Context: an optimization exercise on an open-source flow, tuned for small area and a short achievable clock period. The choices shown serve that exercise and are no tape-out recipe. Where RTL was checked, it was by simulation tests only, not by an equivalence proof against the original.

// FIR
module FIR(Dout, Din, clk, reset);
output	[17:0]	Dout;
input 	[7:0] 	Din;
input 		clk, reset;
reg [7:0] h1, h2, h3, h4, h5, h6, h7;
reg [15:0] R;
wire s1, c1;
HA u1 (.a(h2[0]), .b(h4[0]), .s(s1), .co(c1));
wire s2, c2;
FA u2 (.a(h2[1]), .b(h4[1]), .c(c1), .s(s2), .co(c2));
wire s3, c3;
FA u3 (.a(h2[2]), .b(h4[2]), .c(c2), .s(s3), .co(c3));
wire s4, c4;
FA u4 (.a(h2[3]), .b(h4[3]), .c(c3), .s(s4), .co(c4));
wire s5, c5;
FA u5 (.a(h2[4]), .b(h4[4]), .c(c4), .s(s5), .co(c5));
wire s6, c6;
FA u6 (.a(h2[5]), .b(h4[5]), .c(c5), .s(s6), .co(c6));
wire s7, c7;
FA u7 (.a(h2[6]), .b(h4[6]), .c(c6), .s(s7), .co(c7));
wire s8, c8;
FA u8 (.a(h2[7]), .b(h4[7]), .c(c7), .s(s8), .co(c8));
wire s9, c9;
HA u9 (.a(s1), .b(h3[0]), .s(s9), .co(c9));
wire s10, c10;
FA u10 (.a(s2), .b(h3[1]), .c(c9), .s(s10), .co(c10));
wire s11, c11;
FA u11 (.a(s3), .b(h3[2]), .c(c10), .s(s11), .co(c11));
wire s12, c12;
FA u12 (.a(s4), .b(h3[3]), .c(c11), .s(s12), .co(c12));
wire s13, c13;
FA u13 (.a(s5), .b(h3[4]), .c(c12), .s(s13), .co(c13));
wire s14, c14;
FA u14 (.a(s6), .b(h3[5]), .c(c13), .s(s14), .co(c14));
wire s15, c15;
FA u15 (.a(s7), .b(h3[6]), .c(c14), .s(s15), .co(c15));
wire s16, c16;
FA u16 (.a(s8), .b(h3[7]), .c(c15), .s(s16), .co(c16));
wire s17, c17;
HA u17 (.a(c8), .b(c16), .s(s17), .co(c17));
wire s18, c18;
FA u18 (.a(h6[0]), .b(h7[0]), .c(Din[0]), .s(s18), .co(c18));
wire n19 = ~s1;
wire s20, c20;
FA u20 (.a(h6[1]), .b(h7[1]), .c(n19), .s(s20), .co(c20));
wire s21, c21;
FA u21 (.a(s20), .b(Din[1]), .c(c18), .s(s21), .co(c21));
wire n22 = ~h6[2];
wire s23, c23;
FA u23 (.a(h3[0]), .b(h7[2]), .c(n22), .s(s23), .co(c23));
wire n24 = ~s2;
wire s25, c25;
FA u25 (.a(s23), .b(n24), .c(c20), .s(s25), .co(c25));
wire s26, c26;
FA u26 (.a(s25), .b(Din[2]), .c(c21), .s(s26), .co(c26));
wire s27, c27;
FA u27 (.a(h6[3]), .b(h3[1]), .c(h7[3]), .s(s27), .co(c27));
wire s28, c28;
FA u28 (.a(h6[2]), .b(s27), .c(c23), .s(s28), .co(c28));
wire n29 = ~s28;
wire s30, c30;
FA u30 (.a(h7[0]), .b(n29), .c(s3), .s(s30), .co(c30));
wire n31 = ~s30;
wire s32, c32;
FA u32 (.a(c25), .b(n31), .c(Din[3]), .s(s32), .co(c32));
wire s33, c33;
FA u33 (.a(h6[0]), .b(h6[4]), .c(h3[2]), .s(s33), .co(c33));
wire s34, c34;
FA u34 (.a(h7[4]), .b(c27), .c(s33), .s(s34), .co(c34));
wire s35, c35;
FA u35 (.a(c28), .b(s34), .c(s9), .s(s35), .co(c35));
wire s36, c36;
  ...
Size: ~420 cells after synthesis, roughly 72 flip-flops, roughly 28 I/O pins, about 5100 um^2 of cells after synthesis.
==> module FIR_dout, before the edit <==
module FIR_dout(input [15:0] R, input [7:0] Din, output [15:0] y);
wire n202 = ~Din[0];
wire s203, c203;
HA u203 (.a(R[0]), .b(n202), .s(s203), .co(c203));
wire n204 = ~Din[1];
wire s205, c205;
HA u205 (.a(R[1]), .b(n204), .s(s205), .co(c205));
wire n206 = ~Din[2];
wire s207, c207;
HA u207 (.a(R[2]), .b(n206), .s(s207), .co(c207));
wire n208 = ~Din[3];
wire s209, c209;
FA u209 (.a(R[3]), .b(Din[0]), .c(n208), .s(s209), .co(c209));
wire n210 = ~Din[4];
wire s211, c211;
FA u211 (.a(R[4]), .b(Din[1]), .c(n210), .s(s211), .co(c211));
wire n212 = ~Din[5];
wire s213, c213;
FA u213 (.a(R[5]), .b(Din[2]), .c(n212), .s(s213), .co(c213));
wire n214 = ~Din[6];
wire s215, c215;
FA u215 (.a(R[6]), .b(Din[3]), .c(n214), .s(s215), .co(c215));
wire n216 = ~Din[7];
wire s217, c217;
FA u217 (.a(R[7]), .b(Din[4]), .c(n216), .s(s217), .co(c217));
wire s218, c218;
HA u218 (.a(R[8]), .b(Din[5]), .s(s218), .co(c218));
wire s219, c219;
HA u219 (.a(R[9]), .b(Din[6]), .s(s219), .co(c219));
wire s220, c220;
HA u220 (.a(R[10]), .b(Din[7]), .s(s220), .co(c220));
wire [15:0] ya = {R[15], R[14], R[13], R[12], R[11], s220, s219, s218, s217, s215, s213, s211, s209, s207, s205, s203};
wire [15:0] yb = {1'b0, 1'b0, 1'b0, 1'b0, c220, c219, c218, c217, c215, c213, c211, c209, c207, c205, c203, 1'b0};
assign y = ya + yb;
endmodule
==> flow/config.mk <==
export PLATFORM = sky130hd
export DESIGN_NAME = FIR
export DESIGN_NICKNAME = FIR
export VERILOG_FILES = /design/flow/design.v
export SDC_FILE = /design/flow/constraint.sdc
export NUM_CORES = 4
export LEC_CHECK = 0
export ABC_CLOCK_PERIOD_IN_PS = 2000
export CAP_MARGIN = 20
export CORE_MARGIN = 2
export CORE_UTILIZATION = 65
export SLEW_MARGIN = 20
export SYNTH_HIERARCHICAL = 1
==> flow/constraint.sdc <==
create_clock -name core_clock -period 13.0 [get_ports {clk}]
set_input_delay 2.6000 -clock core_clock [delete_from_list [all_inputs] [get_ports {clk}]]
set_output_delay 2.6000 -clock core_clock [all_outputs]
set_load 0.01 [all_outputs]
standard.sh (not shown) runs the stock make flow with config.mk's settings and CLKGATE_MAP_FILE= SYNTH_SCRIPT=/design/flow/synth_recipe.tcl, a recipe that flattens the netlist after the stock synthesis.
==> flow/flow/run.sh <==
#!/bin/bash
# Layout flow: the standard flow (standard.sh), with its standard synthesis
# unchanged, then the layout steps with a larger setup margin for repair_timing,
# faster port buffers and a smaller clock tree. Each step's full output goes to
# a log in this folder.
set -euo pipefail
bash standard.sh synth > log_synth.txt 2>&1
bash standard.sh SETUP_SLACK_MARGIN=5.5 \
  "BUFFER_PORTS_ARGS=-buffer_cell sky130_fd_sc_hd__buf_2" \
  "CTS_ARGS=-sink_clustering_enable -repair_clock_nets -dont_use_dummy_load -buf_list sky130_fd_sc_hd__clkbuf_8 -sink_clustering_size 36 -sink_clustering_max_diameter 100" \
  finish > log_layout.txt 2>&1
Then changed:
--- a/flow/design.v
+++ b/flow/design.v
@@ -335,43 +335,11 @@
 	end
 end
 assign Dout = {2'b00, y};
 endmodule
 module FIR_dout(input [15:0] R, input [7:0] Din, output [15:0] y);
-wire n202 = ~Din[0];
-wire s203, c203;
-HA u203 (.a(R[0]), .b(n202), .s(s203), .co(c203));
-wire n204 = ~Din[1];
-wire s205, c205;
-HA u205 (.a(R[1]), .b(n204), .s(s205), .co(c205));
-wire n206 = ~Din[2];
-wire s207, c207;
-HA u207 (.a(R[2]), .b(n206), .s(s207), .co(c207));
-wire n208 = ~Din[3];
-wire s209, c209;
-FA u209 (.a(R[3]), .b(Din[0]), .c(n208), .s(s209), .co(c209));
-wire n210 = ~Din[4];
-wire s211, c211;
-FA u211 (.a(R[4]), .b(Din[1]), .c(n210), .s(s211), .co(c211));
-wire n212 = ~Din[5];
-wire s213, c213;
-FA u213 (.a(R[5]), .b(Din[2]), .c(n212), .s(s213), .co(c213));
-wire n214 = ~Din[6];
-wire s215, c215;
-FA u215 (.a(R[6]), .b(Din[3]), .c(n214), .s(s215), .co(c215));
-wire n216 = ~Din[7];
-wire s217, c217;
-FA u217 (.a(R[7]), .b(Din[4]), .c(n216), .s(s217), .co(c217));
-wire s218, c218;
-HA u218 (.a(R[8]), .b(Din[5]), .s(s218), .co(c218));
-wire s219, c219;
-HA u219 (.a(R[9]), .b(Din[6]), .s(s219), .co(c219));
-wire s220, c220;
-HA u220 (.a(R[10]), .b(Din[7]), .s(s220), .co(c220));
-wire [15:0] ya = {R[15], R[14], R[13], R[12], R[11], s220, s219, s218, s217, s215, s213, s211, s209, s207, s205, s203};
-wire [15:0] yb = {1'b0, 1'b0, 1'b0, 1'b0, c220, c219, c218, c217, c215, c213, c211, c209, c207, c205, c203, 1'b0};
-assign y = ya + yb;
+assign y = R + {5'b0, Din, 3'b0} + {8'b0, ~Din};
 endmodule
 module FA(input a, input b, input c, output s, output co);
 assign s = a ^ b ^ c;
 assign co = (a & b) | (a & c) | (b & c);
 endmodule
After rerunning:
- The changed run completed with no timing, DRC or antenna violations
- non-clock buffer count stays the same
- design area came out lower by 1.9%
- routed wire length came out lower by 2.4%
- synthesized cell count came out lower by 4.0%
- final cell count came out lower by 2.9%
- synthesized area came out lower by 2.9%
- global-route usage came out lower by 0.80 points
- via count came out lower by 1.5%
- critical path depth stays the same
- worst setup slack loses 0.0076 ns
- fmax barely changes
- hold slack is about the same
Function not checked in the first run of this note: the RTL went through the layout flow alone.

## what the ideal ports hide
Ports are ideal in the flow. The routed layouts listed here were re-timed in OpenROAD.
Step 1: set_driving_cell puts a clkbuf_16 on clk and a buf_2 on each other input, an assumption about the parent block.
Step 2 also shifts input and output timing later by t, the mid clock arrival at the registers, as if the neighbouring blocks saw the same clock.
Slacks: ideal ports / drivers / drivers and shift; pairs: ideal ports / drivers.
| run | shift t [ns] | setup slack, ns | worst setup path after step 2 | latest minus earliest clock arrival (ns) |
|---|---|---|---|---|
| the first run | 0.374 | 5.656 / 5.634 / 5.634 | input to output | 0.041 / 0.040 |
| the second run | 0.356 | 5.649 / 5.626 / 5.626 | input to output | 0.044 / 0.044 |
After both steps every run listed still meets setup and hold. For the second run, which loses most, drivers alone change the setup slack by -0.023 ns; drivers and shift together by -0.023 ns.
